This is an optimization exercise on Yosys and OpenROAD, whose aim is small area, not a production implementation.
RTL that was checked went through simulation tests only; none was proved equivalent to the original.
No functional check of the RTL was part of run 2.
No driver is modelled on the clock port, so clocking that relies on it looks cheaper here than on a real chip.
Power and IR drop assume default switching activity.

## flow/design.v (module list and top-level ports; edited modules follow where they fit)
// module jt51_phinc_rom: 1033 lines
// module jt51_exprom: 42 lines
// module jt51_phrom: 42 lines
// module jt51_lin2exp: 70 lines
// module jt51_exp2lin: 18 lines
// module jt51_mmr: 240 lines
// module jt51_reg: 207 lines
// module jt51: 353 lines
// module jt51_acc: 110 lines
// module jt51_timers: 42 lines
// module jt51_timer: 36 lines
// module jt51_eg: 266 lines
// module jt51_op: 178 lines
// module jt51_sh: 21 lines
// module jt51_pg: 164 lines
// module jt51_lfo: 237 lines
// module jt51_lfo_lfsr: 24 lines
// module jt51_pm: 65 lines
// module jt51_noise: 39 lines
// module jt51_noise_lfsr: 21 lines
// module jt51_kon: 32 lines
// module jt51_mod: 36 lines
// module jt51_csr_op: 61 lines
// module jt51_csr_ch: 42 lines
// module jt51_ring: 15 lines
// module jt51_rtap: 14 lines
module jt51(
    input               rst,     
    input               clk,     
    input               cen,     
    input               cen_p1,  
    input               cs_n,    
    input               wr_n,    
    input               a0,
    input       [7:0]   din,  
    output      [7:0]   dout,  
    output              ct1,
    output              ct2,
    output              irq_n,   
    output              sample,  
    output  signed  [15:0] left,
    output  signed  [15:0] right,
    output  signed  [15:0] xleft,
    output  signed  [15:0] xright,
    output  [15:0] dacleft,
    output  [15:0] dacright
);
  // ...
==> flow/flow/run.sh <==
#!/bin/bash
# The standard layout (standard.sh), with one change: the clock tree is
# built without dummy loads (clock_tree_synthesis -dont_use_dummy_load) and
# with larger sink clusters. The make output goes to standard.log; ORFS
# writes each step's own log under orfs/logs/.
set -euo pipefail
export CTS_ARGS="-sink_clustering_enable -repair_clock_nets -dont_use_dummy_load -sink_clustering_size 24 -sink_clustering_max_diameter 60"
bash standard.sh finish > standard.log 2>&1
==> flow/standard.sh <==
#!/bin/bash
# synth_recipe.tcl (not shown) runs the flow's synth.tcl, then flattens the netlist and writes it again
# the make line also repeats each setting of config.mk as NAME=value (left out here)
make -C /OpenROAD-flow-scripts/flow DESIGN_CONFIG=/design/flow/config.mk WORK_HOME=/design/flow/orfs CLKGATE_MAP_FILE= SYNTH_SCRIPT=/design/flow/synth_recipe.tcl "${@:-finish}"
==> flow/config.mk <==
export PLATFORM = sky130hd
export DESIGN_NAME = jt51
export DESIGN_NICKNAME = jt51
export VERILOG_FILES = /design/flow/design.v
export SDC_FILE = /design/flow/constraint.sdc
export NUM_CORES = 4
export LEC_CHECK = 0
export ABC_AREA = 1
export CAP_MARGIN = 0
export CORE_MARGIN = 2
export CORE_UTILIZATION = 60
export SLEW_MARGIN = 0
export SYNTH_MEMORY_MAX_BITS = 65536
==> flow/constraint.sdc <==
create_clock -name core_clock -period 12.0 [get_ports {clk}]
set_input_delay 2.4000 -clock core_clock [delete_from_list [all_inputs] [get_ports {clk}]]
set_output_delay 2.4000 -clock core_clock [all_outputs]
set_load 0.01 [all_outputs]
==> run notes, run 1 <==
----------------------------------------------------
[Timing]
  Clock skew after layout ... 121 ps
  Final slew viol count ... 0
  Unrepaired setup endpoints after global routing ... no
  Worst setup margin ... 1560 ps

[Synth]
  Share of synthesized area occupied by flip-flops and latches ... 64.9%
  Top-count cell post-synth ... sky130_fd_sc_hd__dfxtp_1
  Post-synthesis cell type count ... slightly below 90
  Post-synth ARST share ... 13.8%
  Post-synthesis share of cell area spent on and, or, nand and nor gates ... between 10% and 20%
  Gate Count Post-Synth ... 12.5k

[Critical path]
  Largest stage delay on the critical path ... about 660 ps
  Setup slack, reg-to-reg ... between 1500 and 2000 ps
  Largest delay share family, worst path ... simple AND/OR/NAND/NOR gates
  Path length in cells of the critical path ... just under 60

[Clock tree]
  Worst-Skew Late Latency ... a little under 900 ps

[Finish]
  Number of flip-flops and latches ... ~4.0k
  Footprint of the multi-input gates ... between 0.03 and 0.04 mm²
  Portion of the layout cell area used by non-clock buffers ... 1.28%
  Final-layout fill cell count ... 15.9k
  Max-area cell class ... sequential cells
  Seq. cell area ... around 0.08 mm²

[Power and ir drop]
  Sequential Power ... between 15 and 20 mW
  Switching fraction of total power ... between 30% and 40%
  Combinational fraction of design power ... between 20% and 30%

[Floorplan]
  Die Width ... about 460 µm

[Run status]
  Run status ... complete, no violations

[Global routing]
  Global routing met1 resource utilization ... roughly 39%

[Worst hold path]
  Path category of the worst min-delay check ... flip-flop to flip-flop

----------------------------------------------------
==> module jt51, before the edit <==
module jt51(
    input               rst,     
    input               clk,     
    input               cen,     
    input               cen_p1,  
    input               cs_n,    
    input               wr_n,    
    input               a0,
    input       [7:0]   din,  
    output      [7:0]   dout,  
    output              ct1,
    output              ct2,
    output              irq_n,   
    output              sample,  
    output  signed  [15:0] left,
    output  signed  [15:0] right,
    output  signed  [15:0] xleft,
    output  signed  [15:0] xright,
    output  [15:0] dacleft,
    output  [15:0] dacright
);
assign dacleft  = { ~xleft [15],  xleft[14:0] };
assign dacright = { ~xright[15], xright[14:0] };
wire            keyon_II;
wire            pg_rst_III;
reg [5:0] rcnt;
always @(posedge clk, posedge rst)
    if( rst )
        rcnt <= 6'd0;
    else if( cen_p1 && !rcnt[5] )
        rcnt <= rcnt + 6'd1;
wire v1  = rcnt != 6'd0;
wire v2  = rcnt >= 6'd2;
wire v3  = rcnt >= 6'd3;
wire v4  = rcnt >= 6'd4;
wire v8  = rcnt >= 6'd8;
wire v28 = rcnt >= 6'd28;
wire v31 = rcnt >= 6'd31;
wire v32 = rcnt[5];
wire r27 = rcnt == 6'd27;
wire r31 = rcnt == 6'd31;
wire [41:0] csrop_din, csrop_q;
wire [19:0] ph_din, ph_VII;
wire [ 9:0] ph_X_q;
wire [ 9:0] eg_din, eg_VII, eg_II, eg_VI;
wire [ 1:0] state_in_III, state_II;
wire        kon_din, kon_q, keyon_last_II, cnt_V0, cnt_out;
wire        ar_off_II, ar_off_VI, pg_rst_VII, signbit_din, signbit_XIII;
wire [79:0] r32_din = { signbit_din, pg_rst_III, ar_off_II, cnt_V0, keyon_II,
    kon_din, state_in_III, eg_din, ph_din, csrop_din };
wire [16*32*5-1:0] r32;
wire [79:0] r32_t1, r32_t2, r32_t3, r32_t4, r32_t28, r32_t31, r32_t32;
jt51_ring #(.R(5),.S(32)) u_r32( .clk(clk), .ld(cen_p1), .din(r32_din), .q(r32) );
jt51_rtap #(.R(5),.S(32),.M( 1)) u_r32t1 ( .q(r32), .w(r32_t1 ) );
jt51_rtap #(.R(5),.S(32),.M( 2)) u_r32t2 ( .q(r32), .w(r32_t2 ) );
jt51_rtap #(.R(5),.S(32),.M( 3)) u_r32t3 ( .q(r32), .w(r32_t3 ) );
jt51_rtap #(.R(5),.S(32),.M( 4)) u_r32t4 ( .q(r32), .w(r32_t4 ) );
jt51_rtap #(.R(5),.S(32),.M(28)) u_r32t28( .q(r32), .w(r32_t28) );
jt51_rtap #(.R(5),.S(32),.M(31)) u_r32t31( .q(r32), .w(r32_t31) );
jt51_rtap #(.R(5),.S(32),.M(32)) u_r32t32( .q(r32), .w(r32_t32) );
assign csrop_q      = v32 ? r32_t32[41:0] : { 31'd0, 11'h7ff };
assign ph_VII       = v32 ? r32_t32[61:42] : 20'd0;
assign ph_X_q       = v3  ? r32_t3[61:52]  : 10'd0;
assign eg_VII       = v1  ? r32_t1[71:62]  : 10'd0;
assign eg_II        = v28 ? r32_t28[71:62] : (r27 ? 10'd0 : 10'h3ff);
assign eg_VI        = v32 ? r32_t32[71:62] : (r31 ? 10'd0 : 10'h3ff);
assign state_II     = v31 ? r32_t31[73:72] : 2'd3;
wire [1:0] state_in_IV = v1 ? r32_t1[73:72] : 2'd0;
wire [1:0] state_in_V  = v2 ? r32_t2[73:72] : 2'd0;
wire [1:0] state_in_VI = v3 ? r32_t3[73:72] : 2'd0;
assign kon_q        = v32 & r32_t32[74];
assign keyon_last_II= v32 & r32_t32[75];
assign cnt_out      = v32 & r32_t32[76];
assign ar_off_VI    = v4  & r32_t4[77];
assign pg_rst_VII   = v4  & r32_t4[78];
assign signbit_XIII = v3  & r32_t3[79];
wire [25:0] csrch_din, csrch_q;
wire [15:0] acc_din, acc_total;
wire [13:0] prev1_din, prevprev1_din, prev2_din, prev1, prevprev1, prev2;
wire [ 9:0] phasemod_din, phasemod_X;
wire [95:0] r8_din = { 2'd0, phasemod_din, prev2_din, prevprev1_din, prev1_din,
    acc_din, csrch_din };
wire [16*8*6-1:0] r8;
wire [95:0] r8_t8;
jt51_ring #(.R(6),.S(8)) u_r8( .clk(clk), .ld(cen_p1), .din(r8_din), .q(r8) );
jt51_rtap #(.R(6),.S(8),.M(8)) u_r8t8( .q(r8), .w(r8_t8) );
assign { phasemod_X, prev2, prevprev1, prev1, acc_total, csrch_q } =
    v8 ? r8_t8[93:0] : 94'd0;
wire [13:0] op_din, op_q;
wire [16*4-1:0] r4;
wire [15:0] r4_t4;
jt51_ring #(.R(1),.S(4)) u_r4( .clk(clk), .ld(cen_p1), .din({2'd0,op_din}), .q(r4) );
jt51_rtap #(.R(1),.S(4),.M(4)) u_r4t4( .q(r4), .w(r4_t4) );
assign op_q = v4 ? r4_t4[13:0] : 14'd0;
wire [9:0]  value_A;
wire [7:0]  value_B;
wire        load_A, load_B;
wire        enable_irq_A, enable_irq_B;
wire        clr_flag_A, clr_flag_B;
wire        flag_A, flag_B, overflow_A;
wire        zero;
jt51_timers u_timers( 
    .clk        ( clk           ),
    .cen        ( cen_p1        ),
    .rst        ( rst           ),
    .zero       ( zero          ),
    .value_A    ( value_A       ),
    .value_B    ( value_B       ),
    .load_A     ( load_A        ),
    .load_B     ( load_B        ),
    .enable_irq_A( enable_irq_A ),
    .enable_irq_B( enable_irq_B ),
    .clr_flag_A ( clr_flag_A    ),
    .clr_flag_B ( clr_flag_B    ),
    .flag_A     ( flag_A        ),
    .flag_B     ( flag_B        ),
    .overflow_A ( overflow_A    ),
    .irq_n      ( irq_n         )
);
/*verilator tracing_off*/
wire    [1:0]   rl_I;
wire    [2:0]   fb_II;
wire    [2:0]   con_I;
wire    [6:0]   kc_I;
wire    [5:0]   kf_I;
wire    [2:0]   pms_I;
wire    [1:0]   ams_VII;
wire    [2:0]   dt1_II;
wire    [3:0]   mul_VI;
wire    [6:0]   tl_VII;
wire    [1:0]   ks_III;
wire    [4:0]   arate_II;
wire            amsen_VII;
wire    [4:0]   rate1_II;
wire    [1:0]   dt2_I;
wire    [4:0]   rate2_II;
wire    [3:0]   d1l_I;
wire    [3:0]   rrate_II;
wire    [1:0]   cur_op;
assign  sample =zero;
wire    [7:0]   lfo_freq;
wire    [1:0]   lfo_w;
wire            lfo_rst;
wire    [6:0]   am;
wire    [7:0]   pm;
wire    [6:0]   amd, pmd;
wire m1_enters, m2_enters, c1_enters, c2_enters;
wire use_prevprev1,use_internal_x,use_internal_y, use_prev2,use_prev1;
jt51_lfo u_lfo(
    .rst        ( rst       ),
    .clk        ( clk       ),
    .cen        ( cen       ),   
    .zero       ( zero      ),
    .lfo_rst    ( lfo_rst   ),
    .lfo_freq   ( lfo_freq  ),
    .lfo_w      ( lfo_w     ),
    .lfo_amd    ( amd       ),
    .lfo_pmd    ( pmd       ),
    .am         ( am        ),
    .pm_u       ( pm        )
);
wire    [ 4:0]  keycode_III;
wire    [ 9:0]  ph_X;
jt51_pg u_pg(
    .rst        ( rst       ),
    .clk        ( clk       ),               
    .cen        ( cen_p1    ),
    .zero       ( zero      ),
    .kc_I       ( kc_I      ),
    .kf_I       ( kf_I      ),
    .mul_VI     ( mul_VI    ),
    .dt1_II     ( dt1_II    ),
    .dt2_I      ( dt2_I     ),
    .pms_I      ( pms_I     ),
    .pm         ( pm        ),
    .pg_rst_III ( pg_rst_III    ),
    .keycode_III( keycode_III   ),
    .pg_phase_X ( ph_X          ),
    .ph_din     ( ph_din        ),
    .ph_VII     ( ph_VII        ),
    .ph_X_q     ( ph_X_q        ),
    .pg_rst_VII ( pg_rst_VII    )
);
wire [9:0]  eg_XI;
jt51_eg u_eg(
    .rst        ( rst       ),
    .clk        ( clk       ),
    .cen        ( cen_p1    ),
    .zero       ( zero      ),
    .keycode_III(keycode_III),   
    .arate_II   ( arate_II  ),
    .rate1_II   ( rate1_II  ),
    .rate2_II   ( rate2_II  ),
    .rrate_II   ( rrate_II  ),
    .d1l_I      ( d1l_I     ),
    .ks_III     ( ks_III    ),
    .keyon_II   ( keyon_II  ),
    .pg_rst_III ( pg_rst_III),
    .tl_VII     ( tl_VII    ),
    .am         ( am        ),
    .ams_VII    ( ams_VII   ),
    .amsen_VII  ( amsen_VII ),
    .eg_XI      ( eg_XI ),
    .eg_din     ( eg_din        ),
    .eg_VII     ( eg_VII        ),
    .eg_II      ( eg_II         ),
    .eg_VI      ( eg_VI         ),
    .ar_off_II  ( ar_off_II     ),
    .ar_off_VI  ( ar_off_VI     ),
    .keyon_last_II( keyon_last_II ),
    .cnt_V0     ( cnt_V0        ),
    .cnt_out    ( cnt_out       ),
    .state_in_III( state_in_III ),
    .state_II   ( state_II      ),
    .state_in_IV( state_in_IV   ),
    .state_in_V ( state_in_V    ),
    .state_in_VI( state_in_VI   )
);
wire signed [13:0] op_out;
jt51_op u_op(
    .rst            ( rst               ),
    .clk            ( clk               ),
    .cen            ( cen_p1            ),
    .pg_phase_X     ( ph_X              ),
    .con_I          ( con_I             ),
    .fb_II          ( fb_II             ),
    .eg_atten_XI    ( eg_XI             ),
    .m1_enters      ( m1_enters         ),
    .c1_enters      ( c1_enters         ),
    .use_prevprev1  ( use_prevprev1     ),
    .use_internal_x ( use_internal_x    ),
    .use_internal_y ( use_internal_y    ),
    .use_prev2      ( use_prev2         ),
    .use_prev1      ( use_prev1         ),  
    .test_214       ( 1'b0              ),
    .op_XVII        ( op_out            ),
    .prev1_din      ( prev1_din         ),
    .prevprev1_din  ( prevprev1_din     ),
    .prev2_din      ( prev2_din         ),
    .prev1          ( prev1             ),
    .prevprev1      ( prevprev1         ),
    .prev2          ( prev2             ),
    .phasemod_din   ( phasemod_din      ),
    .phasemod_X     ( phasemod_X        ),
    .op_din         ( op_din            ),
    .op_q           ( op_q              ),
    .signbit_din    ( signbit_din       ),
    .signbit_XIII   ( signbit_XIII      ),
    .v1             ( v1                )
);
wire    [4:0] nfrq;
wire    [10:0] noise_out;
wire          ne, op31_acc, op31_no;
jt51_noise u_noise(
    .rst    ( rst       ),
    .clk    ( clk       ),
    .cen    ( cen_p1    ),
    .nfrq   ( nfrq      ),  
    .eg     ( eg_XI     ),
    .out    ( noise_out ),
    .op31_no( op31_no   )
);
jt51_acc u_acc(
    .rst        ( rst           ),
    .clk        ( clk           ),
    .cen        ( cen_p1        ),
    .m1_enters  ( m1_enters     ),
    .m2_enters  ( m2_enters     ),
    .c1_enters  ( c1_enters     ),
    .c2_enters  ( c2_enters     ),
    .op31_acc   ( op31_acc      ),
    .rl_I       ( rl_I          ),
    .con_I      ( con_I         ),
    .op_out     ( op_out        ),
    .ne         ( ne            ),
    .noise      ( noise_out     ),
    .left       ( left          ),
    .right      ( right         ),
    .xleft      ( xleft         ),
    .xright     ( xright        ),
    .acc_din    ( acc_din       ),
    .total      ( acc_total     )
);
wire    busy;
wire    write = !cs_n && !wr_n;
assign  dout = { busy, 5'h0, flag_B, flag_A };
/*verilator tracing_on*/
jt51_mmr u_mmr(
    .rst        ( rst           ),
    .clk        ( clk           ),
    .cen        ( cen_p1        ),
    .a0         ( a0            ),
    .write      ( write         ),
    .din        ( din           ),
    .busy       ( busy          ),
    .ct1        ( ct1           ),
    .ct2        ( ct2           ),
    .lfo_freq   ( lfo_freq      ),
    .lfo_w      ( lfo_w         ),
    .lfo_amd    ( amd           ),
    .lfo_pmd    ( pmd           ),
    .lfo_rst    ( lfo_rst       ),
    .ne         ( ne            ),
    .nfrq       ( nfrq          ),
    .value_A    ( value_A       ),
    .value_B    ( value_B       ),
    .load_A     ( load_A        ),
    .load_B     ( load_B        ),
    .enable_irq_A( enable_irq_A ),
    .enable_irq_B( enable_irq_B ),
    .clr_flag_A ( clr_flag_A    ),
    .clr_flag_B ( clr_flag_B    ),  
    .overflow_A ( overflow_A    ),
    .rl_I       ( rl_I          ),
    .fb_II      ( fb_II         ),
    .con_I      ( con_I         ),
    .kc_I       ( kc_I          ),
    .kf_I       ( kf_I          ),
    .pms_I      ( pms_I         ),
    .ams_VII    ( ams_VII       ),
    .dt1_II     ( dt1_II        ),
    .mul_VI     ( mul_VI        ),
    .tl_VII     ( tl_VII        ),
    .ks_III     ( ks_III        ),
    .arate_II   ( arate_II      ),
    .amsen_VII  ( amsen_VII     ),
    .rate1_II   ( rate1_II      ),
    .dt2_I      ( dt2_I         ),
    .rate2_II   ( rate2_II      ),
    .d1l_I      ( d1l_I         ),
    .rrate_II   ( rrate_II      ),
    .keyon_II   ( keyon_II      ),
    .cur_op     ( cur_op        ),
    .op31_no    ( op31_no       ),
    .op31_acc   ( op31_acc      ),
    .zero       ( zero          ),
    .m1_enters  ( m1_enters     ),
    .m2_enters  ( m2_enters     ),
    .c1_enters  ( c1_enters     ),
    .c2_enters  ( c2_enters     ),
    .use_prevprev1  ( use_prevprev1     ),
    .use_internal_x ( use_internal_x    ),
    .use_internal_y ( use_internal_y    ),
    .use_prev2      ( use_prev2         ),
    .use_prev1      ( use_prev1         ),
    .csrop_din      ( csrop_din         ),
    .csrop_q        ( csrop_q           ),
    .csrch_din      ( csrch_din         ),
    .csrch_q        ( csrch_q           ),
    .kon_din        ( kon_din           ),
    .kon_q          ( kon_q             )
);
endmodule
==> module jt51_eg, before the edit <==
module jt51_eg(
    input               rst,
    input               clk,
    input               cen,
    input               zero,
    input       [4:0]   keycode_III,
    input       [4:0]   arate_II,
    input       [4:0]   rate1_II,
    input       [4:0]   rate2_II,
    input       [3:0]   rrate_II,
    input       [3:0]   d1l_I,
    input       [1:0]   ks_III,
    input               keyon_II,
    output  reg         pg_rst_III,
    input       [6:0]   tl_VII,
    input       [6:0]   am,
    input       [1:0]   ams_VII,
    input               amsen_VII,
    output      [9:0]   eg_XI,
    output reg  [9:0]   eg_din,      
    input       [9:0]   eg_VII,
    input       [9:0]   eg_II,
    input       [9:0]   eg_VI,
    output              ar_off_II,
    input               ar_off_VI,
    input               keyon_last_II,
    output              cnt_V0,
    input               cnt_out,
    output reg  [1:0]   state_in_III,
    input       [1:0]   state_II,
    input       [1:0]   state_in_IV,
    input       [1:0]   state_in_V,
    input       [1:0]   state_in_VI
);
localparam ATTACK=2'd0,
           DECAY1=2'd1,
           DECAY2=2'd2,
           RELEASE=2'd3;
reg     [4:0]   d1level_II;
reg     [2:0]   cnt_V;
reg     [5:0]   rate_IV;
reg     [9:0]   eg_VIII;
reg     [11:0]  sum_eg_tl_VII;
reg     step_V, step_VI;
reg     sum_up;
reg     [5:0]   rate_V;
reg     [5:1]   rate_VI;
reg     [1:0]   eg_cnt_base;
reg     [14:0]  eg_cnt;
reg     [8:0]   am_final_VII;
always @(posedge clk) begin : envelope_counter
    if( rst ) begin
        eg_cnt_base <= 2'd0;
        eg_cnt      <=15'd0;
    end
    else if(cen) begin
        if( zero ) begin
            if( eg_cnt_base == 2'd2 ) begin
                eg_cnt      <= eg_cnt + 1'b1;
                eg_cnt_base <= 2'd0;
            end
            else eg_cnt_base <= eg_cnt_base + 1'b1;
        end
    end
end
reg     [6:0]   pre_rate_III;
reg     [4:0]   cfg_III;
always @(*) begin : pre_rate_calc
    if( cfg_III == 5'd0 )
        pre_rate_III = 7'd0;
    else
        case( ks_III )
            2'd3:   pre_rate_III = { 1'b0, cfg_III, 1'b0 } + { 2'b0, keycode_III      };
            2'd2:   pre_rate_III = { 1'b0, cfg_III, 1'b0 } + { 3'b0, keycode_III[4:1] };
            2'd1:   pre_rate_III = { 1'b0, cfg_III, 1'b0 } + { 4'b0, keycode_III[4:2] };
            2'd0:   pre_rate_III = { 1'b0, cfg_III, 1'b0 } + { 5'b0, keycode_III[4:3] };
        endcase
end
reg [7:0]   step_idx;
assign cnt_V0 = cnt_V[0];
always @(*) begin : rate_step
    if( rate_V[5:4]==2'b11 ) begin  
        if( rate_V[5:2]==4'hf && state_in_V == ATTACK)
            step_idx = 8'b11111111;  
        else
        case( rate_V[1:0] )
            2'd0: step_idx = 8'b00000000;
            2'd1: step_idx = 8'b10001000;  
            2'd2: step_idx = 8'b10101010;  
            2'd3: step_idx = 8'b11101110;  
        endcase
    end
    else begin
        if( rate_V[5:2]==4'd0 && state_in_V != ATTACK)
            step_idx = 8'b11111110;  
        else
        case( rate_V[1:0] )
            2'd0: step_idx = 8'b10101010;  
            2'd1: step_idx = 8'b11101010;  
            2'd2: step_idx = 8'b11101110;  
            2'd3: step_idx = 8'b11111110;  
        endcase
    end
    step_V = rate_V[5:1]==5'd0 ? 1'b0 : step_idx[ cnt_V ];
end
always @(posedge clk, posedge rst) if( rst ) begin d1level_II <= 0; end else if(cen) begin
    if( d1l_I == 4'd15 )
        d1level_II <= 5'h10;  
    else
        d1level_II <= {1'b0,d1l_I};
end
wire    keyon_now_II  = !keyon_last_II && keyon_II;
wire    keyoff_now_II = keyon_last_II && !keyon_II;
assign  ar_off_II = keyon_now_II && (arate_II == 5'h1f);
always @(posedge clk, posedge rst) if( rst ) begin pg_rst_III <= 0; cfg_III <= 0; state_in_III <= 0; end else if(cen) begin
    pg_rst_III <= keyon_now_II;
    if( keyoff_now_II ) begin
        cfg_III <= { rrate_II, 1'b1 };
        state_in_III <= RELEASE;
    end
    else begin
        if( keyon_now_II ) begin
            cfg_III <= arate_II;
            state_in_III <= ATTACK;
        end
        else begin : sel_rate
            case ( state_II )
                ATTACK: begin
                    if( eg_II==10'd0 ) begin
                        state_in_III <= DECAY1;
                        cfg_III      <= rate1_II;
                    end
                    else begin
                        state_in_III <= state_II;  
                        cfg_III      <= arate_II;
                    end
                end
                DECAY1: begin
                    if( eg_II[9:5] >= d1level_II ) begin
                        cfg_III      <= rate2_II;
                        state_in_III <= DECAY2;
                    end
                    else begin
                        cfg_III      <= rate1_II;
                        state_in_III <= state_II;    
                    end
                end
                DECAY2: begin
                        cfg_III      <= rate2_II;
                        state_in_III <= state_II;    
                    end
                RELEASE: begin
                        cfg_III      <= { rrate_II, 1'b1 };
                        state_in_III <= state_II;    
                    end
            endcase
        end
    end
end
always @(posedge clk, posedge rst) if( rst ) begin rate_IV <= 0; end else if(cen) begin
    rate_IV <= pre_rate_III[6] ? 6'd63 : pre_rate_III[5:0];
end
always @(posedge clk, posedge rst) if( rst ) begin rate_V <= 0; cnt_V <= 0; end else if(cen) begin
    rate_V <= rate_IV;
    if( state_in_IV == ATTACK )
        case( rate_IV[5:2] )
            4'h0: cnt_V <= eg_cnt[13:11];
            4'h1: cnt_V <= eg_cnt[12:10];
            4'h2: cnt_V <= eg_cnt[11: 9];
            4'h3: cnt_V <= eg_cnt[10: 8];
            4'h4: cnt_V <= eg_cnt[ 9: 7];
            4'h5: cnt_V <= eg_cnt[ 8: 6];
            4'h6: cnt_V <= eg_cnt[ 7: 5];
            4'h7: cnt_V <= eg_cnt[ 6: 4];
            4'h8: cnt_V <= eg_cnt[ 5: 3];
            4'h9: cnt_V <= eg_cnt[ 4: 2];
            4'ha: cnt_V <= eg_cnt[ 3: 1];
            default: cnt_V <= eg_cnt[ 2: 0];
        endcase
    else
        case( rate_IV[5:2] )
            4'h0: cnt_V <= eg_cnt[14:12];
            4'h1: cnt_V <= eg_cnt[13:11];
            4'h2: cnt_V <= eg_cnt[12:10];
            4'h3: cnt_V <= eg_cnt[11: 9];
            4'h4: cnt_V <= eg_cnt[10: 8];
            4'h5: cnt_V <= eg_cnt[ 9: 7];
            4'h6: cnt_V <= eg_cnt[ 8: 6];
            4'h7: cnt_V <= eg_cnt[ 7: 5];
            4'h8: cnt_V <= eg_cnt[ 6: 4];
            4'h9: cnt_V <= eg_cnt[ 5: 3];
            4'ha: cnt_V <= eg_cnt[ 4: 2];
            4'hb: cnt_V <= eg_cnt[ 3: 1];
            default: cnt_V <= eg_cnt[ 2: 0];
        endcase
end
always @(posedge clk, posedge rst) if( rst ) begin rate_VI <= 0; sum_up <= 0; step_VI <= 0; end else if(cen) begin
    rate_VI     <= rate_V[5:1];
    sum_up      <= cnt_V[0] != cnt_out;
    step_VI     <= step_V;
end
reg [8:0] ar_sum0_VI;
reg [9:0] ar_result_VI, ar_sum_VI;
always @(*) begin : ar_calculation
    casez( rate_VI[5:2] )
        default: ar_sum0_VI = { 3'd0, eg_VI[9:4] } + 9'd1;
        4'b1100: ar_sum0_VI = { 3'd0, eg_VI[9:4] } + 9'd1;
        4'b1101: ar_sum0_VI = { 2'd0, eg_VI[9:3] } + 9'd1;
        4'b111?: ar_sum0_VI = { 1'd0, eg_VI[9:2] } + 9'd1;
    endcase
    if( rate_VI[5:4] == 2'b11 )
        ar_sum_VI = step_VI ? { ar_sum0_VI, 1'b0 } : { 1'b0, ar_sum0_VI };
    else
        ar_sum_VI = step_VI ? { 1'b0, ar_sum0_VI } : 10'd0;
    ar_result_VI = ar_sum_VI<eg_VI ? eg_VI-ar_sum_VI : 10'd0;
end
always @(*) begin
    if( ar_off_VI )
        eg_din = 10'd0;
    else
    if( state_in_VI == ATTACK ) begin
        if( sum_up && eg_VI != 10'd0 )
            if( rate_VI[5:1]==5'hf )
                eg_din = 10'd0;
            else
                eg_din = ar_result_VI;
        else
            eg_din = eg_VI;
    end
    else begin : DECAY_SUM
        if( sum_up ) begin
            if ( eg_VI<= (10'd1023-10'd8) )
                case( rate_VI[5:2] )
                    4'b1100: eg_din = eg_VI + { 8'd0, step_VI, ~step_VI };  
                    4'b1101: eg_din = eg_VI + { 7'd0, step_VI, ~step_VI, 1'b0 };  
                    4'b1110: eg_din = eg_VI + { 6'd0, step_VI, ~step_VI, 2'b0 };  
                    4'b1111: eg_din = eg_VI + 10'd8; 
                    default: eg_din = eg_VI + { 8'd0, step_VI, 1'b0 };
                endcase
            else eg_din = 10'h3FF;
        end
        else eg_din = eg_VI;
    end
end
always @(*) begin : sum_eg_and_tl
    casez( {amsen_VII, ams_VII } )
        3'b0??,3'b100: am_final_VII = 9'd0;
        3'b101: am_final_VII = { 2'b00, am };
        3'b110: am_final_VII = { 1'b0, am, 1'b0};
        3'b111: am_final_VII = { am, 2'b0      };
    endcase
    sum_eg_tl_VII = { 2'b0, tl_VII,   3'd0 }
               + {2'b0, eg_VII}
               + {2'b0, am_final_VII, 1'b0 };
end
always @(posedge clk, posedge rst) if( rst ) begin eg_VIII <= 0; end else if(cen) begin
    eg_VIII <= sum_eg_tl_VII[11:10] > 2'b0 ? {10{1'b1}} : sum_eg_tl_VII[9:0];
end
jt51_sh #( .width(10), .stages(3) ) u_egpadding (
    .rst    ( rst       ),
    .clk    ( clk       ),
    .cen    ( cen       ),
    .din    ( eg_VIII   ),
    .drop   ( eg_XI     )
);
endmodule
==> run 2: changes to the inputs <==
--- a/flow/design.v
+++ b/flow/design.v
@@ -1747,11 +1747,20 @@
 assign { phasemod_X, prev2, prevprev1, prev1, acc_total, csrch_q } =
     v8 ? r8_t8[93:0] : 94'd0;
 wire [13:0] op_din, op_q;
-wire [16*4-1:0] r4;
-wire [15:0] r4_t4;
-jt51_ring #(.R(1),.S(4)) u_r4( .clk(clk), .ld(cen_p1), .din({2'd0,op_din}), .q(r4) );
-jt51_rtap #(.R(1),.S(4),.M(4)) u_r4t4( .q(r4), .w(r4_t4) );
-assign op_q = v4 ? r4_t4[13:0] : 14'd0;
+wire [ 9:0] eg_din_VIII, eg_XI;
+wire [ 5:0] rate_IV_q, rate_V;
+wire [ 5:1] rate_VI;
+wire [16*4*2-1:0] r4;
+wire [31:0] r4_t1, r4_t2, r4_t4;
+jt51_ring #(.R(2),.S(4)) u_r4( .clk(clk), .ld(cen_p1),
+    .din({2'd0, rate_IV_q, eg_din_VIII, op_din}), .q(r4) );
+jt51_rtap #(.R(2),.S(4),.M(1)) u_r4t1( .q(r4), .w(r4_t1) );
+jt51_rtap #(.R(2),.S(4),.M(2)) u_r4t2( .q(r4), .w(r4_t2) );
+jt51_rtap #(.R(2),.S(4),.M(4)) u_r4t4( .q(r4), .w(r4_t4) );
+assign op_q    = v4 ? r4_t4[13:0]  : 14'd0;
+assign eg_XI   = v4 ? r4_t4[23:14] : 10'd0;
+assign rate_V  = v1 ? r4_t1[29:24] : 6'd0;
+assign rate_VI = v2 ? r4_t2[29:25] : 5'd0;
 wire [9:0]  value_A;
 wire [7:0]  value_B;
 wire        load_A, load_B;
@@ -1841,7 +1850,6 @@
     .ph_X_q     ( ph_X_q        ),
     .pg_rst_VII ( pg_rst_VII    )
 );
-wire [9:0]  eg_XI;
 jt51_eg u_eg(
     .rst        ( rst       ),
     .clk        ( clk       ),
@@ -1861,6 +1869,10 @@
     .ams_VII    ( ams_VII   ),
     .amsen_VII  ( amsen_VII ),
     .eg_XI      ( eg_XI ),
+    .eg_din_VIII( eg_din_VIII   ),
+    .rate_IV_q  ( rate_IV_q     ),
+    .rate_V     ( rate_V        ),
+    .rate_VI    ( rate_VI       ),
     .eg_din     ( eg_din        ),
     .eg_VII     ( eg_VII        ),
     .eg_II      ( eg_II         ),
@@ -2220,7 +2232,11 @@
     input       [6:0]   am,
     input       [1:0]   ams_VII,
     input               amsen_VII,
-    output      [9:0]   eg_XI,
+    input       [9:0]   eg_XI,
+    output      [9:0]   eg_din_VIII,
+    output      [5:0]   rate_IV_q,
+    input       [5:0]   rate_V,
+    input       [5:1]   rate_VI,
     output reg  [9:0]   eg_din,      
     input       [9:0]   eg_VII,
     input       [9:0]   eg_II,
@@ -2243,12 +2259,10 @@
 reg     [4:0]   d1level_II;
 reg     [2:0]   cnt_V;
 reg     [5:0]   rate_IV;
-reg     [9:0]   eg_VIII;
+assign rate_IV_q = rate_IV;
 reg     [11:0]  sum_eg_tl_VII;
 reg     step_V, step_VI;
 reg     sum_up;
-reg     [5:0]   rate_V;
-reg     [5:1]   rate_VI;
 reg     [1:0]   eg_cnt_base;
 reg     [14:0]  eg_cnt;
 reg     [8:0]   am_final_VII;
@@ -2364,8 +2378,7 @@
 always @(posedge clk, posedge rst) if( rst ) begin rate_IV <= 0; end else if(cen) begin
     rate_IV <= pre_rate_III[6] ? 6'd63 : pre_rate_III[5:0];
 end
-always @(posedge clk, posedge rst) if( rst ) begin rate_V <= 0; cnt_V <= 0; end else if(cen) begin
-    rate_V <= rate_IV;
+always @(posedge clk, posedge rst) if( rst ) begin cnt_V <= 0; end else if(cen) begin
     if( state_in_IV == ATTACK )
         case( rate_IV[5:2] )
             4'h0: cnt_V <= eg_cnt[13:11];
@@ -2398,8 +2411,7 @@
             default: cnt_V <= eg_cnt[ 2: 0];
         endcase
 end
-always @(posedge clk, posedge rst) if( rst ) begin rate_VI <= 0; sum_up <= 0; step_VI <= 0; end else if(cen) begin
-    rate_VI     <= rate_V[5:1];
+always @(posedge clk, posedge rst) if( rst ) begin sum_up <= 0; step_VI <= 0; end else if(cen) begin
     sum_up      <= cnt_V[0] != cnt_out;
     step_VI     <= step_V;
 end
@@ -2457,16 +2469,7 @@
                + {2'b0, eg_VII}
                + {2'b0, am_final_VII, 1'b0 };
 end
-always @(posedge clk, posedge rst) if( rst ) begin eg_VIII <= 0; end else if(cen) begin
-    eg_VIII <= sum_eg_tl_VII[11:10] > 2'b0 ? {10{1'b1}} : sum_eg_tl_VII[9:0];
-end
-jt51_sh #( .width(10), .stages(3) ) u_egpadding (
-    .rst    ( rst       ),
-    .clk    ( clk       ),
-    .cen    ( cen       ),
-    .din    ( eg_VIII   ),
-    .drop   ( eg_XI     )
-);
+assign eg_din_VIII = sum_eg_tl_VII[11:10] > 2'b0 ? {10{1'b1}} : sum_eg_tl_VII[9:0];
 endmodule
 `timescale 1ns / 1ps
 module jt51_op(
==> run notes, run 2 <==
----------------------------------------------------
[Detailed routing]
  DR WL met2 ... 134000 µm (was 145000 µm)
  Antenna viol nets, final ... 0 (unchanged)
  Iteration-0 DRC count of the detailed router ... 7868 (was 7943)
  Post-detailed-route wirelength per cell ... 19.4 µm (was 20.3 µm)
  First-pass DRT Iterations ... 6 (was 9)
  Met3 wire length ... 19000 µm (was 19300 µm)
  Via count of the routed design ... 83.9k (was 85.3k)
  DRC errors left ... 0 (unchanged)
  Total length of routed wires ... 296000 µm (was 312000 µm)
  Vias per Instance ... 5.50 (was 5.56)
  Highest routed metal layer ... met5 (unchanged)
  Metal1 wirelength ... 135000 µm (was 136000 µm)

[Finish]
  Registers with the most flip-flops ... u_r32.q (2560), u_r8.q (768), u_r4.q (128) (was u_r32.q (2560), u_r8.q (768), u_r4.q (64))
  Post-layout net count ... 12.9k (was 13.0k)
  Final-layout fill cell count ... 16.3k (was 15.9k)
  Seq. cell area ... 0.0823 mm² (about the same)
  Reg with most FFs ... u_r32.q (unchanged)
  Footprint of the multi-input gates ... 0.0379 mm² (was 0.0381 mm²)
  Most frequent standard cell in the layout excluding fill and tap cells ... sky130_fd_sc_hd__dfxtp_1 (unchanged)
  Non-filler instance count after layout ... 15.3k (about the same)
  Max reg flops ... 2560 (unchanged)
  Layout-stage area growth over the synthesis result ... 7.17% (was 7.16%)
  Ratio of cells with drive above 1 in the final layout ... 3.53% (was 3.33%)
  Commonest non-fill, non-tap cells in the layout ... sky130_fd_sc_hd__dfxtp_1, sky130_fd_sc_hd__nand2_1, sky130_fd_sc_hd__inv_1, sky130_fd_sc_hd__o21ai_0, sky130_fd_sc_hd__nor2_1 (unchanged)

[Power and ir drop]
  Leakage Power ... 59.1 nW (was 59.7 nW)
  Combinational fraction of design power ... 26.0% (was 27.3%)
  P_sw ... 10.2 mW (was 10.6 mW)
  Overall power of the completed layout ... 30.6 mW (was 31.1 mW)
  Sequential share of power ... 50.3% (was 49.5%)
  Cell internal pwr ... 20.4 mW (was 20.5 mW)
  Worst voltage drop across the vdd grid ... 183 µV (was 229 µV)
  Power per Cell Area ... 225 mW/mm² (was 229 mW/mm²)
  Clock group share of total power ... 23.7% (was 23.2%)
  Switching fraction of total power ... 33.2% (was 34.1%)

[Worst hold path]
  Path category of the worst min-delay check ... flip-flop to flip-flop (unchanged)
  Hold endpoint ... u_r32.q[1656]$_DFF_P_ (was u_r32.q[763]$_DFF_P_)
  Hold Path Origin ... u_r32.q[1655]$_DFF_P_ (was u_r32.q[762]$_DFF_P_)
  Hold path depth ... 0 (unchanged)

[Clock tree]
  Clock sink total ... 3988 (was 3975)
  Total of cells resized after clock tree synthesis ... 0 (unchanged)
  Number of clock buffers inserted by TritonCTS ... 221 (was 220)
  CTS tree ... yes (unchanged)
  Post-CTS repair timing setup buffer count ... 0 (unchanged)
  CTS Hold Bufs ... 0 (unchanged)
  Clock slew at reported path FFs ... 90 ps (about the same)
  Worst-Skew Late Latency ... 910 ps (was 870 ps)

[Floorplan]
  Number of core rows ... 168 (unchanged)
  Total die area ... 0.215 mm² (about the same)
  Starting density of the core ... 60.4% (about the same)
  Die span in y ... 464 µm (about the same)
  Die Width ... 464 µm (about the same)
  Boundary Pins ... 123 (unchanged)
  Std-Cell Core Area ... 0.210 mm² (about the same)

[Critical path]
  Worst Path Max Fanout ... 15 (unchanged)
  Cell depth of the worst flop-to-flop path ... 53 (was 59)
  Kind of launch point of the worst setup path ... flip-flop (unchanged)
  Largest stage delay on the critical path ... 830 ps (was 660 ps)
  Arrival @ worst endpoint ... 10410 ps (was 11100 ps)
  Highest-delay cell along the critical path ... sky130_fd_sc_hd__nor4_1 (was sky130_fd_sc_hd__inv_1)
  Critical path endpoint category ... flip-flop (unchanged)
  Endpoint of the worst register-to-register path ... u_pg.keycode_II[8]$_DFFE_PP0P_ (was u_pg.keycode_II[11]$_DFFE_PP0P_)
  CP Class ... flip-flop to flip-flop (unchanged)
  Launching point of the worst reg2reg path ... u_lfo.pm[7]$_DFFE_PP0P_ (was rcnt[4]$_DFFE_PP0P_)
  Data required time at the worst endpoint ... 12650 ps (about the same)
  Setup slack, reg-to-reg ... 2240 ps (was 1560 ps)

[Global routing]
  Vias in the first global route ... 83.0k (was 85.2k)
  Overflow left after global routing ... 0 (unchanged)
  Overall Global Routing Usage ... 27.2% (was 28.6%)
  First-pass GRT wire length ... 469000 µm (was 490000 µm)
  Largest net degree at the start of global routing ... 172 (was 168)
  Initial antenna violation count ... 12 (was 10)

[Run status]
  Run status ... complete, no violations (unchanged)

[Timing]
  TNS Setup ... 0 ps (unchanged)
  Hold violation total from the final report ... 0 (unchanged)
  Final setup violation count ... 0 (unchanged)
  Max-slew headroom at the worst pin ... 17.8% (was 19.3%)
  Clock skew after layout ... 123 ps (was 121 ps)
  Maximum clock frequency ... 0.102 GHz (was 0.0957 GHz)
  Worst setup margin ... 2240 ps (was 1560 ps)
  Unrepaired setup endpoints after global routing ... no (unchanged)
  Crit path time final ... 9760 ps (was 10440 ps)
  Worst Max-Slew Pin Slew ... 1230 ps (was 1210 ps)
  Hold_ws ... 222 ps (was 253 ps)
  Final worst-path cycle share ... 81.3% (was 87.0%)
  Final slew viol count ... 0 (unchanged)

[Flow run]
  MaxCap Viol Count ... 0 (unchanged)

[Synth]
  Top FF cell, synth ... sky130_fd_sc_hd__dfxtp_1 (unchanged)
  Post-Synthesis Mean Instance Area ... 10.2 µm² (was 10.1 µm²)
  Post-Synthesis Cell Area ... 0.127 mm² (about the same)
  Warnings, synthesis ... 23 (was 25)
  Count of flip-flops with a built-in enable after synthesis ... 0 (unchanged)
  Area fraction of the dominant cell type after synthesis ... 55.2% (was 54.1%)
  Post-synthesis cell type count ... 85 (was 87)
  Top-count cell post-synth ... sky130_fd_sc_hd__dfxtp_1 (unchanged)
  Post-synth ARST share ... 12.4% (was 13.8%)
  Gate Count Post-Synth ... 12.4k (was 12.5k)
  Post-synth top cells ... sky130_fd_sc_hd__dfxtp_1, sky130_fd_sc_hd__nand2_1, sky130_fd_sc_hd__inv_1 (unchanged)
  Synth Register Bits ... 3988 (was 3975)
  Biggest area contributors in the synthesized netlist ... sky130_fd_sc_hd__dfxtp_1, sky130_fd_sc_hd__dfrtp_1, sky130_fd_sc_hd__nand2_1 (unchanged)
  Share of synthesized area occupied by flip-flops and latches ... 65.0% (was 64.9%)
  Biggest area consumer among synthesized cells ... sky130_fd_sc_hd__dfxtp_1 (unchanged)

[Placed design]
  Post-DP HPWL ... 194000 µm (was 200000 µm)
  Worst slack at placement ... 2340 ps (was 1810 ps)
  Total of buffers placed on input and output ports ... 117 (unchanged)
  Placer's final routability congestion estimate ... 0.953 (was 0.960)
  Number of placed cells counting well taps ... 15.0k (was 15.1k)

----------------------------------------------------
run 2: metal layers:
layer	track usage, %	up-vias
met5	0	-
met4	8.06	4
met3	4.00	579
met2	43.2	2942
met1	38.7	39958
li1	-	40414
run 2: power by group through the flow:
stage                     Combinational, mW  Sequential (mW)  Clock [mW]
after global routing                   8.82             15.5        7.82
final                                  7.96             15.4        7.23
after floorplan                        5.46             15.3           0
after CTS                              7.81             15.4        7.39
after detailed placement               7.73             15.6           0
after global placement                 7.67             15.6           0
run 2: layout make-up:
class	count	area share (%)
repair buffers	184	1.27
well taps	2805	2.58
inverters	1286	3.56
flip-flops and latches	3988	60.6
clock buffers	221	4.07
multi-input cells	6774	27.9
diodes	6	0.0111
run 2: critical path, delay by kind of cell, from the launching register on:
family                     cells  cell delay (ps)
and+or+nand+nor               18             2690
AOI/OAI and AO/OA             15             2080
adders and majority gates      7             2070
buffers and inverters         11             1110
xor gates and xnor gates       2              990
DFF                            1              670
run 2: worst max-delay path by stage:
stage,start,end,slack [ps]
after floorplan,rst,rcnt[0]$_DFFE_PP0P_,190
after global placement,u_lfo.pm[7]$_DFFE_PP0P_,u_pg.keycode_II[12]$_DFFE_PP0P_,2460
after detailed placement,u_lfo.pm[7]$_DFFE_PP0P_,u_pg.keycode_II[12]$_DFFE_PP0P_,2340
after CTS,u_lfo.pm[7]$_DFFE_PP0P_,u_pg.keycode_II[12]$_DFFE_PP0P_,2330
after global routing,u_lfo.pm[7]$_DFFE_PP0P_,u_pg.keycode_II[8]$_DFFE_PP0P_,1230
final,u_lfo.pm[7]$_DFFE_PP0P_,u_pg.keycode_II[8]$_DFFE_PP0P_,2240
run 2: through the flow:
step,util [%],instance area (µm²)
final,64.7,136000
after global routing,64.7,136000
after floorplan,-,127000
after detailed placement,62.1,130000
after global placement,62.1,130000
after CTS,64.7,136000
run 2: cells by family after synthesis:
kind of cell,Yosys count,share of synthesized area (%)
flip-flops,3988,65.0
AND/OR/NAND/NOR,3623,11.8
AO/OA/AOI/OAI,2408,11.0
buffers and inverters,1690,5.19
adder cells (fa/ha/maj),457,5.00
XOR/XNOR,270,1.88
multiplexers,11,0.0898
other,1,0.00296
==> module jt51_pg, before the edit <==
module jt51_pg(
    input               rst,
    input               clk,
    input               cen  ,
    input               zero,
    input       [6:0]   kc_I,
    input       [5:0]   kf_I,
    input       [3:0]   mul_VI,
    input       [2:0]   dt1_II,
    input       [1:0]   dt2_I,
    input       [7:0]   pm,
    input       [2:0]   pms_I,
    input               pg_rst_III,
    output      [ 4:0]  keycode_III,
    output      [ 9:0]  pg_phase_X,
    output      [19:0]  ph_din,
    input       [19:0]  ph_VII,
    input       [ 9:0]  ph_X_q,
    input               pg_rst_VII
);
reg [19:0]  phase_base_VI, phase_step_VII;
reg [17:0]  phase_base_IV, phase_base_V;
wire        [11:0]  phinc_III;
wire [ 9:0] phinc_addr_III;
reg [13:0]  keycode_II;
reg [5:0]   dt1_kf_III;
reg [13:0]  keycode_II_III;  
reg [ 2:0]  dt1_kf_IV;
reg [4:0]   pow2;
reg [4:0]   dt1_offset_V;
reg [2:0]   pow2ind_IV;
reg  [2:0]  dt1_III, dt1_IV, dt1_V;
jt51_phinc_rom u_phinctable(
    .keycode( phinc_addr_III[9:0]  ),
    .phinc  ( phinc_III    )
);
always @(*) begin : calcpow2
    case( pow2ind_IV )
        3'd0: pow2 = 5'd16;
        3'd1: pow2 = 5'd17;
        3'd2: pow2 = 5'd19;
        3'd3: pow2 = 5'd20;
        3'd4: pow2 = 5'd22;
        3'd5: pow2 = 5'd24;
        3'd6: pow2 = 5'd26;
        3'd7: pow2 = 5'd29;
    endcase
end
reg [5:0] dt1_limit, dt1_unlimited;
reg [4:0] dt1_limited_IV;
always @(*) begin : dt1_limit_mux
    case( dt1_IV[1:0] )
        default: dt1_limit = 6'd8;
        2'd1: dt1_limit    = 6'd8;
        2'd2: dt1_limit    = 6'd16;
        2'd3: dt1_limit    = 6'd22;
    endcase
    case( dt1_kf_IV )
        3'd0:   dt1_unlimited = { 5'd0, pow2[4]   };  
        3'd1:   dt1_unlimited = { 4'd0, pow2[4:3] };  
        3'd2:   dt1_unlimited = { 3'd0, pow2[4:2] };  
        3'd3:   dt1_unlimited = { 2'd0, pow2[4:1] };
        3'd4:   dt1_unlimited = { 1'd0, pow2[4:0] };
        3'd5:   dt1_unlimited = { pow2[4:0], 1'd0 };
        default:dt1_unlimited = 6'd0;
    endcase
    dt1_limited_IV = dt1_unlimited > dt1_limit ? 
                            dt1_limit[4:0] : dt1_unlimited[4:0]; 
end
reg signed [8:0] mod_I;
always @(*) begin
    case( pms_I )  
        3'd0: mod_I = 9'd0;
        3'd1: mod_I = { 7'd0, pm[6:5] };
        3'd2: mod_I = { 6'd0, pm[6:4] };
        3'd3: mod_I = { 5'd0, pm[6:3] };
        3'd4: mod_I = { 4'd0, pm[6:2] };
        3'd5: mod_I = { 3'd0, pm[6:1] };
        3'd6: mod_I = { 1'd0, pm[6:0], 1'b0 };
        3'd7: mod_I = {      pm[6:0], 2'b0 };
    endcase     
end
wire [3:0]  octave_III;
wire [12:0] keycode_I;
jt51_pm u_pm(
    .kc_I   ( kc_I      ),
    .kf_I   ( kf_I      ),
    .add    ( ~pm[7]    ),
    .mod_I  ( mod_I     ),
    .kcex   ( keycode_I )
);
parameter dt2_lim2 = 8'd11 + 8'd64;
parameter dt2_lim3 = 8'd31 + 8'd64;
always @(posedge clk, posedge rst) if( rst ) begin keycode_II <= 0; end else if(cen) begin : phase_calculation
    case ( dt2_I )
        2'd0: keycode_II <=  { 1'b0, keycode_I } +
            (keycode_I[7:6]==2'd3 ? 14'd64:14'd0);
        2'd1: keycode_II <= { 1'b0, keycode_I } + 14'd512 +
            (keycode_I[7:6]==2'd3 ? 14'd64:14'd0);
        2'd2: keycode_II <= { 1'b0, keycode_I } + 14'd628 +
            (keycode_I[7:0]>dt2_lim2 ? 14'd64:14'd0);
        2'd3: keycode_II <= { 1'b0, keycode_I } + 14'd800 + 
            (keycode_I[7:0]>dt2_lim3  ? 14'd64:14'd0);
    endcase
end
always @(posedge clk, posedge rst) if( rst ) begin keycode_II_III <= 0; dt1_III <= 0; end else if(cen) begin
    keycode_II_III <= keycode_II;
    dt1_III   <= dt1_II;
end
assign phinc_addr_III = keycode_II_III[9:0];
assign octave_III     = keycode_II_III[13:10];
assign keycode_III    = keycode_II_III[12:8];
always @(*) begin
    case( dt1_III[1:0] )
        2'd1:   dt1_kf_III  =  keycode_II_III[13:8]    - (6'b1<<2);
        2'd2:   dt1_kf_III  =  keycode_II_III[13:8]    + (6'b1<<2);
        2'd3:   dt1_kf_III  =  keycode_II_III[13:8]    + (6'b1<<3);
        default:dt1_kf_III  =  keycode_II_III[13:8];
    endcase
end
always @(posedge clk, posedge rst) if( rst ) begin phase_base_IV <= 0; pow2ind_IV <= 0; dt1_IV <= 0; dt1_kf_IV <= 0; end else if(cen) begin
    case( octave_III )
        4'd0:   phase_base_IV   <=  { 8'd0, phinc_III[11:2] };
        4'd1:   phase_base_IV   <=  { 7'd0, phinc_III[11:1] };
        4'd2:   phase_base_IV   <=  { 6'd0, phinc_III[11:0] };
        4'd3:   phase_base_IV   <=  { 5'd0, phinc_III[11:0], 1'b0 };
        4'd4:   phase_base_IV   <=  { 4'd0, phinc_III[11:0], 2'b0 };
        4'd5:   phase_base_IV   <=  { 3'd0, phinc_III[11:0], 3'b0 };
        4'd6:   phase_base_IV   <=  { 2'd0, phinc_III[11:0], 4'b0 };
        4'd7:   phase_base_IV   <=  { 1'd0, phinc_III[11:0], 5'b0 };
        4'd8:   phase_base_IV   <=  {       phinc_III[11:0], 6'b0 };
        default:phase_base_IV   <=  18'd0;
    endcase
    pow2ind_IV  <= dt1_kf_III[2:0];
    dt1_IV      <= dt1_III;
    dt1_kf_IV   <= dt1_kf_III[5:3];
end
always @(posedge clk, posedge rst) if( rst ) begin phase_base_V <= 0; dt1_offset_V <= 0; dt1_V <= 0; end else if(cen) begin
    if( phase_base_IV > 18'd82976 ) 
        phase_base_V <= 18'd82976;
    else
        phase_base_V <= phase_base_IV;
    dt1_offset_V <= dt1_limited_IV;
    dt1_V <= dt1_IV;
end
always @(posedge clk, posedge rst) if( rst ) begin phase_base_VI <= 0; end else if(cen) begin
    if( dt1_V[1:0]==2'd0 )
        phase_base_VI   <=  {2'b0, phase_base_V};
    else begin
        if( !dt1_V[2] )
            phase_base_VI   <= {2'b0, phase_base_V} + { 15'd0, dt1_offset_V };
        else
            phase_base_VI   <= {2'b0, phase_base_V} - { 15'd0, dt1_offset_V };
    end
end
always @(posedge clk, posedge rst) if( rst ) begin phase_step_VII <= 0; end else if(cen) begin
    if( mul_VI==4'd0 )
        phase_step_VII  <= { 1'b0, phase_base_VI[19:1] };
    else
        phase_step_VII  <= phase_base_VI * mul_VI;
end
assign ph_din     = pg_rst_VII ? 20'd0 : ph_VII + phase_step_VII;
assign pg_phase_X = ph_X_q;
endmodule
==> run 3: changes to the inputs <==
--- a/flow/design.v
+++ b/flow/design.v
@@ -1738,11 +1738,15 @@
 wire [15:0] acc_din, acc_total;
 wire [13:0] prev1_din, prevprev1_din, prev2_din, prev1, prevprev1, prev2;
 wire [ 9:0] phasemod_din, phasemod_X;
-wire [95:0] r8_din = { 2'd0, phasemod_din, prev2_din, prevprev1_din, prev1_din,
+wire [ 2:0] dt1_II;
+wire [95:0] r8_din = { dt1_II[1:0], phasemod_din, prev2_din, prevprev1_din, prev1_din,
     acc_din, csrch_din };
 wire [16*8*6-1:0] r8;
-wire [95:0] r8_t8;
+wire [95:0] r8_t1, r8_t2, r8_t3, r8_t8;
 jt51_ring #(.R(6),.S(8)) u_r8( .clk(clk), .ld(cen_p1), .din(r8_din), .q(r8) );
+jt51_rtap #(.R(6),.S(8),.M(1)) u_r8t1( .q(r8), .w(r8_t1) );
+jt51_rtap #(.R(6),.S(8),.M(2)) u_r8t2( .q(r8), .w(r8_t2) );
+jt51_rtap #(.R(6),.S(8),.M(3)) u_r8t3( .q(r8), .w(r8_t3) );
 jt51_rtap #(.R(6),.S(8),.M(8)) u_r8t8( .q(r8), .w(r8_t8) );
 assign { phasemod_X, prev2, prevprev1, prev1, acc_total, csrch_q } =
     v8 ? r8_t8[93:0] : 94'd0;
@@ -1751,16 +1755,20 @@
 wire [ 5:0] rate_IV_q, rate_V;
 wire [ 5:1] rate_VI;
 wire [16*4*2-1:0] r4;
-wire [31:0] r4_t1, r4_t2, r4_t4;
+wire [31:0] r4_t1, r4_t2, r4_t3, r4_t4;
 jt51_ring #(.R(2),.S(4)) u_r4( .clk(clk), .ld(cen_p1),
-    .din({2'd0, rate_IV_q, eg_din_VIII, op_din}), .q(r4) );
+    .din({1'b0, dt1_II[2], rate_IV_q, eg_din_VIII, op_din}), .q(r4) );
 jt51_rtap #(.R(2),.S(4),.M(1)) u_r4t1( .q(r4), .w(r4_t1) );
 jt51_rtap #(.R(2),.S(4),.M(2)) u_r4t2( .q(r4), .w(r4_t2) );
+jt51_rtap #(.R(2),.S(4),.M(3)) u_r4t3( .q(r4), .w(r4_t3) );
 jt51_rtap #(.R(2),.S(4),.M(4)) u_r4t4( .q(r4), .w(r4_t4) );
 assign op_q    = v4 ? r4_t4[13:0]  : 14'd0;
 assign eg_XI   = v4 ? r4_t4[23:14] : 10'd0;
 assign rate_V  = v1 ? r4_t1[29:24] : 6'd0;
 assign rate_VI = v2 ? r4_t2[29:25] : 5'd0;
+wire [2:0] dt1_III = v1 ? { r4_t1[30], r8_t1[95:94] } : 3'd0;
+wire [2:0] dt1_IV  = v2 ? { r4_t2[30], r8_t2[95:94] } : 3'd0;
+wire [2:0] dt1_V   = v3 ? { r4_t3[30], r8_t3[95:94] } : 3'd0;
 wire [9:0]  value_A;
 wire [7:0]  value_B;
 wire        load_A, load_B;
@@ -1794,7 +1802,6 @@
 wire    [5:0]   kf_I;
 wire    [2:0]   pms_I;
 wire    [1:0]   ams_VII;
-wire    [2:0]   dt1_II;
 wire    [3:0]   mul_VI;
 wire    [6:0]   tl_VII;
 wire    [1:0]   ks_III;
@@ -1848,7 +1855,10 @@
     .ph_din     ( ph_din        ),
     .ph_VII     ( ph_VII        ),
     .ph_X_q     ( ph_X_q        ),
-    .pg_rst_VII ( pg_rst_VII    )
+    .pg_rst_VII ( pg_rst_VII    ),
+    .dt1_III    ( dt1_III       ),
+    .dt1_IV     ( dt1_IV        ),
+    .dt1_V      ( dt1_V         )
 );
 jt51_eg u_eg(
     .rst        ( rst       ),
@@ -2691,7 +2701,10 @@
     output      [19:0]  ph_din,
     input       [19:0]  ph_VII,
     input       [ 9:0]  ph_X_q,
-    input               pg_rst_VII
+    input               pg_rst_VII,
+    input       [ 2:0]  dt1_III,
+    input       [ 2:0]  dt1_IV,
+    input       [ 2:0]  dt1_V
 );
 reg [19:0]  phase_base_VI, phase_step_VII;
 reg [17:0]  phase_base_IV, phase_base_V;
@@ -2704,7 +2717,6 @@
 reg [4:0]   pow2;
 reg [4:0]   dt1_offset_V;
 reg [2:0]   pow2ind_IV;
-reg  [2:0]  dt1_III, dt1_IV, dt1_V;
 jt51_phinc_rom u_phinctable(
     .keycode( phinc_addr_III[9:0]  ),
     .phinc  ( phinc_III    )
@@ -2778,9 +2790,8 @@
             (keycode_I[7:0]>dt2_lim3  ? 14'd64:14'd0);
     endcase
 end
-always @(posedge clk, posedge rst) if( rst ) begin keycode_II_III <= 0; dt1_III <= 0; end else if(cen) begin
+always @(posedge clk, posedge rst) if( rst ) begin keycode_II_III <= 0; end else if(cen) begin
     keycode_II_III <= keycode_II;
-    dt1_III   <= dt1_II;
 end
 assign phinc_addr_III = keycode_II_III[9:0];
 assign octave_III     = keycode_II_III[13:10];
@@ -2793,7 +2804,7 @@
         default:dt1_kf_III  =  keycode_II_III[13:8];
     endcase
 end
-always @(posedge clk, posedge rst) if( rst ) begin phase_base_IV <= 0; pow2ind_IV <= 0; dt1_IV <= 0; dt1_kf_IV <= 0; end else if(cen) begin
+always @(posedge clk, posedge rst) if( rst ) begin phase_base_IV <= 0; pow2ind_IV <= 0; dt1_kf_IV <= 0; end else if(cen) begin
     case( octave_III )
         4'd0:   phase_base_IV   <=  { 8'd0, phinc_III[11:2] };
         4'd1:   phase_base_IV   <=  { 7'd0, phinc_III[11:1] };
@@ -2807,16 +2818,14 @@
         default:phase_base_IV   <=  18'd0;
     endcase
     pow2ind_IV  <= dt1_kf_III[2:0];
-    dt1_IV      <= dt1_III;
     dt1_kf_IV   <= dt1_kf_III[5:3];
 end
-always @(posedge clk, posedge rst) if( rst ) begin phase_base_V <= 0; dt1_offset_V <= 0; dt1_V <= 0; end else if(cen) begin
+always @(posedge clk, posedge rst) if( rst ) begin phase_base_V <= 0; dt1_offset_V <= 0; end else if(cen) begin
     if( phase_base_IV > 18'd82976 ) 
         phase_base_V <= 18'd82976;
     else
         phase_base_V <= phase_base_IV;
     dt1_offset_V <= dt1_limited_IV;
-    dt1_V <= dt1_IV;
 end
 always @(posedge clk, posedge rst) if( rst ) begin phase_base_VI <= 0; end else if(cen) begin
     if( dt1_V[1:0]==2'd0 )
==> run notes, run 3 <==
----------------------------------------------------
[Critical path]
  Largest stage delay on the critical path ... 840 ps (was 830 ps)
  Highest-delay cell along the critical path ... sky130_fd_sc_hd__nor4_1 (unchanged)
  Number of buffer and inverter instances along the worst setup path ... 11 (unchanged)
  Kind of launch point of the worst setup path ... flip-flop (unchanged)
  Arrival @ worst endpoint ... 10590 ps (was 10410 ps)
  Worst Path Max Fanout ... 12 (was 15)
  Largest delay share family, worst path ... simple AND/OR/NAND/NOR gates (unchanged)
  CP Class ... flip-flop to flip-flop (unchanged)
  Most frequent CP cell ... sky130_fd_sc_hd__nand2_1
  Setup slack, reg-to-reg ... 2090 ps (was 2240 ps)
  Critical path endpoint category ... flip-flop (unchanged)
  Data required time at the worst endpoint ... 12680 ps (was 12650 ps)

[Finish]
  Commonest non-fill, non-tap cells in the layout ... sky130_fd_sc_hd__dfxtp_1, sky130_fd_sc_hd__nand2_1, sky130_fd_sc_hd__inv_1, sky130_fd_sc_hd__o21ai_0, sky130_fd_sc_hd__nor2_1 (unchanged)
  Layout-stage area growth over the synthesis result ... 7.21% (was 7.17%)
  Final Util ... 64.6% (was 64.7%)
  Registers with the most flip-flops ... u_r32.q (2560), u_r8.q (768), u_r4.q (128) (unchanged)
  Ratio of cells with drive above 1 in the final layout ... 3.11% (was 3.53%)
  Cell area after layout ... 0.135 mm² (was 0.136 mm²)
  Max reg flops ... 2560 (unchanged)
  Post-layout net count ... 12.9k (about the same)
  Reg with most FFs ... u_r32.q (unchanged)
  Final-layout fill cell count ... 16.4k (was 16.3k)
  Most frequent standard cell in the layout excluding fill and tap cells ... sky130_fd_sc_hd__dfxtp_1 (unchanged)

[Timing]
  Worst Max-Slew Pin Slew ... 1090 ps (was 1230 ps)
  Unrepaired setup endpoints after global routing ... no (unchanged)
  Final setup violation count ... 0 (unchanged)
  Hold violation total from the final report ... 0 (unchanged)
  Crit path time final ... 9910 ps (was 9760 ps)
  TNS Setup ... 0 ps (unchanged)
  Final worst-path cycle share ... 82.6% (was 81.3%)
  Clock skew after layout ... 143 ps (was 123 ps)
  Max-slew headroom at the worst pin ... 27.2% (was 17.8%)
  Maximum clock frequency ... 0.101 GHz (was 0.102 GHz)
  Final slew viol count ... 0 (unchanged)

[Floorplan]
  Die span in y ... 463 µm (was 464 µm)
  Number of core rows ... 168 (unchanged)
  Starting density of the core ... 60.2% (was 60.4%)
  Boundary Pins ... 123 (unchanged)
  Total die area ... 0.214 mm² (was 0.215 mm²)
  Std-Cell Core Area ... 0.209 mm² (was 0.210 mm²)
  Die Width ... 463 µm (was 464 µm)

[Placed design]
  Total of buffers placed on input and output ports ... 117 (unchanged)
  Post-DP HPWL ... 187000 µm (was 194000 µm)
  DP Area ... 0.130 mm² (about the same)
  Placer's final routability congestion estimate ... 0.966 (was 0.953)

[Detailed routing]
  DRC errors left ... 0 (unchanged)
  Iteration-0 DRC count of the detailed router ... 7770 (was 7868)
  First-pass DRT Iterations ... 6 (unchanged)
  Vias per Instance ... 5.45 (was 5.50)
  Antenna viol nets, final ... 0 (unchanged)
  Via count of the routed design ... 83.1k (was 83.9k)
  Post-detailed-route wirelength per cell ... 18.5 µm (was 19.4 µm)
  Total length of routed wires ... 282000 µm (was 296000 µm)

[Synth]
  Compound-gate portion of the synthesized area ... 10.9% (was 11.0%)
  Post-synthesis cell type count ... 83 (was 85)
  Post-Synthesis Cell Area ... 0.126 mm² (was 0.127 mm²)
  Post-synth ARST share ... 12.2% (was 12.4%)
  Warnings, synthesis ... 23 (unchanged)
  Post-synth top cells ... sky130_fd_sc_hd__dfxtp_1, sky130_fd_sc_hd__nand2_1, sky130_fd_sc_hd__inv_1 (unchanged)
  Synth Register Bits ... 3979 (was 3988)
  Post-Synthesis Mean Instance Area ... 10.2 µm² (about the same)
  Count of flip-flops with a built-in enable after synthesis ... 0 (unchanged)
  Biggest area contributors in the synthesized netlist ... sky130_fd_sc_hd__dfxtp_1, sky130_fd_sc_hd__dfrtp_1, sky130_fd_sc_hd__nand2_1 (unchanged)
  XOR/XNOR share of the synthesized area ... 2.02% (was 1.88%)
  Biggest area consumer among synthesized cells ... sky130_fd_sc_hd__dfxtp_1 (unchanged)
  Adder-cell area share of the yosys netlist ... 4.99% (was 5.00%)
  Top-count cell post-synth ... sky130_fd_sc_hd__dfxtp_1 (unchanged)
  Top FF cell, synth ... sky130_fd_sc_hd__dfxtp_1 (unchanged)
  Gate Count Post-Synth ... 12.4k (about the same)
  Share of synthesized area spent on multiplexers ... 0.106% (was 0.0898%)
  Dominant combinational cell family by area after synthesis ... simple AND/OR/NAND/NOR gates (unchanged)
  Post-synthesis share of cell area spent on and, or, nand and nor gates ... 11.8% (about the same)
  Area fraction of the dominant cell type after synthesis ... 55.4% (was 55.2%)
  Share of synthesized area occupied by flip-flops and latches ... 65.1% (was 65.0%)

[Clock tree]
  CTS tree ... yes (unchanged)
  Clock sink total ... 3979 (was 3988)
  Worst-Skew Late Latency ... 930 ps (was 910 ps)
  Total of cells resized after clock tree synthesis ... 0 (unchanged)
  Post-CTS repair timing setup buffer count ... 0 (unchanged)
  Clock slew at reported path FFs ... 80 ps (was 90 ps)
  Number of clock buffers inserted by TritonCTS ... 218 (was 221)
  CTS Hold Bufs ... 0 (unchanged)

[Global routing]
  Overflow left after global routing ... 0 (unchanged)
  GR met3 Demand/Resource ... 3.41% (was 4.00%)
  Global routing met1 resource utilization ... 36.3% (was 38.7%)
  Initial antenna violation count ... 4 (was 12)
  Vias in the first global route ... 81.8k (was 83.0k)
  First-pass GRT wire length ... 450000 µm (was 469000 µm)
  Most used routing layer ... met2 (unchanged)
  Overall Global Routing Usage ... 25.9% (was 27.2%)
  Met2 track utilization from global routing ... 41.7% (was 43.2%)
  Largest net degree at the start of global routing ... 157 (was 172)

[Worst hold path]
  Path category of the worst min-delay check ... flip-flop to flip-flop (unchanged)

[Power and ir drop]
  Worst voltage drop across the vdd grid ... 201 µV (was 183 µV)
  Overall power of the completed layout ... 34.0 mW (was 30.6 mW)
  Power per Cell Area ... 252 mW/mm² (was 225 mW/mm²)
  Leakage Power ... 59.2 nW (was 59.1 nW)

[Run status]
  Run status ... complete, no violations (unchanged)

[Flow run]
  MaxCap Viol Count ... 0 (unchanged)

----------------------------------------------------
-- run 3: cell type report --
| type | instances | area, µm² | area share [%] |
|---|---|---|---|
| Sequential cell | 3979 | 82100 | 60.7 |
| Timing Repair Buffer | 186 | 1720 | 1.27 |
| Antenna cell | 5 | 12.5 | 0.00925 |
| Clock buffer | 218 | 5460 | 4.03 |
| Inverter | 1290 | 4860 | 3.59 |
| Multi-Input combinational cell | 6760 | 37600 | 27.8 |
| Tap cell | 2805 | 3510 | 2.60 |
-- run 3: report_power, final --
| group | internal [mW] | total (mW) | leakage (nW) | switching [mW] |
|---|---|---|---|---|
| Combinational | 3.90 | 11.4 | 22.0 | 7.51 |
| Sequential | 14.6 | 15.5 | 34.5 | 0.951 |
| Clock | 3.20 | 7.10 | 2.69 | 3.89 |
| Total | 21.7 | 34.0 | 59.2 | 12.4 |
-- run 3: metrics by stage --
step | worst slack (ps) | hold WS [ps] | cells
floorplan | 654 | 310 | 12420
global placement | 2470 | 310 | 15020
detailed placement | 2290 | 312 | 15020
CTS | 2150 | 194 | 15238
global route | 1020 | 191 | 15241
finish | 2090 | 214 | 15243
-- run 3: worst paths after layout --
| check | from | endpoint | cells after the start |
|---|---|---|---|
| min in group asynchronous | rst | u_mmr.busy_cnt[2]$_DFFE_PP0P_ | 3 |
| max reg2reg | u_lfo.pm[7]$_DFFE_PP0P_ | u_pg.keycode_II[10]$_DFFE_PP0P_ | 59 |
| max | u_lfo.pm[7]$_DFFE_PP0P_ | u_pg.keycode_II[10]$_DFFE_PP0P_ | 59 |
| min reg2reg | u_r4.q[39]$_DFF_P_ | u_r4.q[40]$_DFF_P_ | 0 |
| max in group asynchronous | rst | u_acc.pre_right[4]$_DFFE_PP0P_ | 5 |
| min | u_r4.q[39]$_DFF_P_ | u_r4.q[40]$_DFF_P_ | 0 |
-- run 3: kinds of logic (layout without fill, tap and decap cells) --
| logic type | count (synthesis) | after routing |
|---|---|---|
| AO/OA/AOI/OAI | 2374 | 2374 |
| XOR/XNOR | 290 | 290 |
| adder cells (fa/ha/maj) | 454 | 454 |
| buffers and inverters | 1681 | 1694 |
| flip-flops | 3979 | 3979 |
| multiplexers | 13 | 13 |
| other | 1 | 10 |
| AND/OR/NAND/NOR | 3624 | 3624 |
-- run 3: metal layers --
layer | vias to the layer above | wire length (µm)
met5 | - | 0
met4 | 0 | 9290
met3 | 588 | 17400
met2 | 2891 | 129000
met1 | 39365 | 127000
li1 | 40254 | -
-- run 3: worst register-to-register path: cells and delay by family (launching register included) --
kind	cells	cell delay, ps
XOR/XNOR	1	490
flip-flops	1	620
adder cells (fa/ha/maj)	7	2460
AND/OR/NAND/NOR	28	3650
AO/OA/AOI/OAI	12	1460
buffers and inverters	11	1050

==> separate check: timing with driven ports <==
The results above use ideal ports. As a check the final layouts listed here were re-extracted and re-timed, cells and wires unchanged.
Step 1 assumes that a clkbuf_16 drives the clock port and a buf_2 every other input.
Step 2, shift: input delay + t, output delay - t, t = (earliest + latest rising clock arrival at the registers) / 2. This alone moves slack from input paths to output paths.
Slacks: ideal ports / drivers / drivers and shift; pairs: ideal ports / drivers.
run	shift t [ns]	slack for setup (ns)
run 1	0.926	1.556 / 1.556 / 1.556
run 2	0.941	2.240 / 2.240 / 2.240
run 3	0.938	2.088 / 2.088 / 2.088
After both steps every run listed still meets setup and hold.
